Context: an optimization exercise on an open-source flow, tuned for small area. The choices shown serve that exercise and are no tape-out recipe.
Only simulation tests tie the RTL to the original design; equivalence was not proved.
Power figures rest on the tool's default switching activity, not on a simulated workload.

Setup of run 1:
// PE_array
module PE_array #(
    parameter DATA_WIDTH    = 16 ,
    parameter SYSTOLIC_SIZE = 8
) (
    input                                       clk          ,
    input                                       rst_n        ,
    input                                       reset_pe     ,
    input                                       write_out_en ,
    input  [SYSTOLIC_SIZE * DATA_WIDTH - 1 : 0] wgt_in       ,
    input  [SYSTOLIC_SIZE * DATA_WIDTH - 1 : 0] ifm_in       ,
    output [SYSTOLIC_SIZE * DATA_WIDTH - 1 : 0] ofm_out
);
Settings: LEC_CHECK=0, CAP_MARGIN=20, CORE_MARGIN=2, CORE_UTILIZATION=55, SLEW_MARGIN=20, SYNTH_HIERARCHICAL=1, SYNTH_MINIMUM_KEEP_SIZE=0; clock period 8.0 ns.
run.sh (not shown) runs the stock make flow with config.mk's settings and CLKGATE_MAP_FILE= SYNTH_SCRIPT=/design/flow/synth_recipe.tcl, a recipe that flattens the netlist after the stock synthesis.
What run 2 does differently from run 1 at the input level:
- CTS_CLUSTER_SIZE: unset -> 30
- CORE_UTILIZATION: 55 -> 40
- CTS_BUF_LIST: unset -> sky130_fd_sc_hd__clkbuf_4 sky130_fd_sc_hd__clkbuf_8
### Flow results
Changes observed in run 2 relative to run 1: clock-pin slew of the registers on the worst-case setup and hold paths was more or less identical, global-route met1 utilization fell by 11 points, portion of the clock cycle consumed by the worst path in the final layout level.
Compared with run 1, run 2 shows a width of the chip that is 17% higher.
Changes observed in run 2 relative to run 1: worst hold slack now smaller; final design instance area without fill went up about 0.9%; wire length on met3 +20%.
Ran to the end and failed final checks on antenna rules: run 2.
Input changes introduced in run 3 (baseline for comparison: run 2):
- CTS_BUF_LIST removed (was sky130_fd_sc_hd__clkbuf_4 sky130_fd_sc_hd__clkbuf_8)
- CTS_CLUSTER_SIZE removed (was 30)
## What came out
Run 3 ran in full, but the layout does not pass; the checks complain about antenna rules. Number of global-route vias before repair of run 3 falls short of that of run 2 slightly. In run 3, sum of met3 wire segment lengths after detailed routing is lower than in run 2. Sequential share of layout area of run 3 is on par with run 2. Aggregate routed wire length, run 3 vs run 2: down slightly. First-pass GRT wire length went down slightly going from run 2 to run 3.

PE_array, a different RTL version from the one above (not shown whole).
For scale: about 22000 cells after synthesis, about 4400 flip-flops, about 390 I/O pins, ~270000 sq um of cells after synthesis.
Settings: LEC_CHECK=0, CAP_MARGIN=20, CORE_MARGIN=2, CORE_UTILIZATION=55, CTS_CLUSTER_DIAMETER=100, CTS_CLUSTER_SIZE=24, GPL_TIMING_DRIVEN=0, SLEW_MARGIN=20, SYNTH_HIERARCHICAL=1, SYNTH_MINIMUM_KEEP_SIZE=0; clock period 8.0 ns.
The baseline finished with timing, DRC and antenna clean.
Change:
==> flow/flow/run.sh (new file) <==
#!/bin/bash
set -euo pipefail
export BUFFER_PORTS_ARGS="-buffer_cell sky130_fd_sc_hd__buf_1"
export CTS_ARGS="-sink_clustering_enable -repair_clock_nets -dont_use_dummy_load -sink_clustering_size 24 -sink_clustering_max_diameter 100"
export REMOVE_ABC_BUFFERS=1
bash standard.sh > standard.log 2>&1
==> flow/standard.sh (new file) <==
#!/bin/bash
# synth_recipe.tcl (not shown) runs the flow's synth.tcl, then flattens the netlist and writes it again
# the make line also repeats each setting of config.mk as NAME=value (left out here)
make -C /OpenROAD-flow-scripts/flow DESIGN_CONFIG=/design/flow/config.mk WORK_HOME=/design/flow/orfs CLKGATE_MAP_FILE= SYNTH_SCRIPT=/design/flow/synth_recipe.tcl "${@:-finish}"
removed: flow/run.sh
The changed run produced a clean layout.
Routed wire length drops by 0.79%.
Total power goes down by 1.1%.
Sequential share of layout area increases by 0.51 points.
Sequential power is about the same.
Non-clock buffer count fell by 197.

try-garnet:
PE_array, a different RTL version from the one above (not shown whole).
Size: roughly 22000 cells after synthesis, about 4400 flip-flops.
Settings: LEC_CHECK=0, CAP_MARGIN=20, CORE_MARGIN=2, CORE_UTILIZATION=55, CTS_CLUSTER_DIAMETER=100, CTS_CLUSTER_SIZE=24, GPL_TIMING_DRIVEN=0, SLEW_MARGIN=20, SYNTH_HIERARCHICAL=1, SYNTH_MINIMUM_KEEP_SIZE=0; clock period 8.0 ns.
Stock flow here: none of the scripts above is used.
## Diff of input files: try-quartz against try-garnet
# try-garnet
export LEC_CHECK = 0
export CAP_MARGIN = 20
export CORE_MARGIN = 2
export CORE_UTILIZATION = 55
export CTS_CLUSTER_DIAMETER = 100
export CTS_CLUSTER_SIZE = 24
export GPL_TIMING_DRIVEN = 0
export SLEW_MARGIN = 20
export SYNTH_HIERARCHICAL = 1
export SYNTH_MINIMUM_KEEP_SIZE = 0
create_clock -name core_clock -period 8.0 [get_ports {clk}]
# try-quartz
export LEC_CHECK = 0
export CAP_MARGIN = 20
export CORE_MARGIN = 2
export CORE_UTILIZATION = 55
export CTS_CLUSTER_DIAMETER = 100
export CTS_CLUSTER_SIZE = 30
export GPL_TIMING_DRIVEN = 0
export SLEW_MARGIN = 20
export SYNTH_HIERARCHICAL = 1
export SYNTH_MINIMUM_KEEP_SIZE = 0
create_clock -name core_clock -period 8.0 [get_ports {clk}]
- The via count normalized by instance count on try-garnet is in line with that on try-quartz.
- Global-route met3 utilization essentially unchanged between try-quartz and try-garnet.
- Re count of clock-buffer cells in the layout: try-garnet and try-quartz aren't equal, and the lower value belongs to try-quartz.
- try-quartz vs try-garnet, worst setup slack after layout went down by 0.021 ns.
What try-harbor does differently from try-quartz at the input level:
# try-quartz
export LEC_CHECK = 0
export CAP_MARGIN = 20
export CORE_MARGIN = 2
export CORE_UTILIZATION = 55
export CTS_CLUSTER_DIAMETER = 100
export CTS_CLUSTER_SIZE = 30
export GPL_TIMING_DRIVEN = 0
export SLEW_MARGIN = 20
export SYNTH_HIERARCHICAL = 1
export SYNTH_MINIMUM_KEEP_SIZE = 0
create_clock -name core_clock -period 8.0 [get_ports {clk}]
# try-harbor
export LEC_CHECK = 0
export CAP_MARGIN = 20
export CORE_MARGIN = 2
export CORE_UTILIZATION = 55
export CTS_CLUSTER_DIAMETER = 100
export CTS_CLUSTER_SIZE = 24
export GPL_TIMING_DRIVEN = 0
export SLEW_MARGIN = 20
export SYNTH_HIERARCHICAL = 1
export SYNTH_MINIMUM_KEEP_SIZE = 0
create_clock -name core_clock -period 8.0 [get_ports {clk}]
==> flow/flow/run.sh (new file) <==
#!/bin/bash
set -euo pipefail
export BUFFER_PORTS_ARGS="-buffer_cell sky130_fd_sc_hd__buf_1"
export CTS_ARGS="-sink_clustering_enable -repair_clock_nets -dont_use_dummy_load -sink_clustering_size 24 -sink_clustering_max_diameter 100"
export REMOVE_ABC_BUFFERS=1
bash standard.sh > standard.log 2>&1
==> flow/standard.sh (new file) <==
#!/bin/bash
# synth_recipe.tcl (not shown) runs the flow's synth.tcl, then flattens the netlist and writes it again
# the make line also repeats each setting of config.mk as NAME=value (left out here)
make -C /OpenROAD-flow-scripts/flow DESIGN_CONFIG=/design/flow/config.mk WORK_HOME=/design/flow/orfs CLKGATE_MAP_FILE= SYNTH_SCRIPT=/design/flow/synth_recipe.tcl "${@:-finish}"
removed: flow/run.sh
### Flow results
In the metrics for try-quartz and try-harbor, the one carrying the higher sequential group share of total power is try-harbor. Diff try-quartz and try-harbor: ratio of final minimum period to clock period lower in try-harbor. Non-clock buffer count: try-harbor < try-quartz. try-harbor and try-quartz ended up with roughly the same number of vias per cell after detailed routing. Net count of the finished layout (try-harbor vs. try-quartz) decreases slightly. Per the comparison of try-harbor with try-quartz, total number of cells along the worst setup path ~0 delta, utilization -1.0 points, relative contribution of combinational cells to total power +0.4 points. Against try-quartz, filler-free cell count of the finished design in try-harbor fell slightly. Taking try-quartz as the reference, in try-harbor remaining max-slew budget at the tightest pin up 6.0 points, wire length reported by the detailed router shows a reduction of 1.5%.

[port drivers added, routing unchanged]
The results above use ideal ports. As a check the final layouts listed here were re-extracted and re-timed, cells and wires unchanged. Step 1, drivers: a clkbuf_16 drives clk and a buf_2 each remaining input, both assumed. Step 2 times the ports against the registers' clock, not the clock port: input delays grow and output delays shrink by t, the midpoint of the rising clock arrivals with the driver on. Three values: ideal, step 1, step 2; two values: the first two.
| run | t, ns | slack for setup (ns) | latest minus earliest clock arrival (ns) |
|---|---|---|---|
| run 1 | 1.134 | 0.471 / 0.471 / -0.247 | 0.055 / 0.054 |
| run 2 | 1.397 | 0.471 / 0.471 / -0.258 | 0.100 / 0.101 |
| run 3 | 1.139 | 0.456 / 0.456 / -0.297 | 0.080 / 0.081 |
| the first run of note 2 | 1.108 | 0.695 / 0.799 / -0.310 | 0.047 / 0.047 |
| the second run of note 2 | 1.093 | 0.807 / 0.914 / -0.178 | 0.112 / 0.113 |
| try-garnet | 1.121 | 0.668 / 0.771 / -0.350 | 0.053 / 0.053 |
| try-quartz | 1.114 | 0.647 / 0.766 / -0.348 | 0.058 / 0.058 |
| try-harbor | 1.086 | 0.860 / 0.964 / -0.122 | 0.146 / 0.146 |
For try-garnet, which loses most, drivers alone change the setup slack by +0.103 ns; drivers and shift together by -1.018 ns.
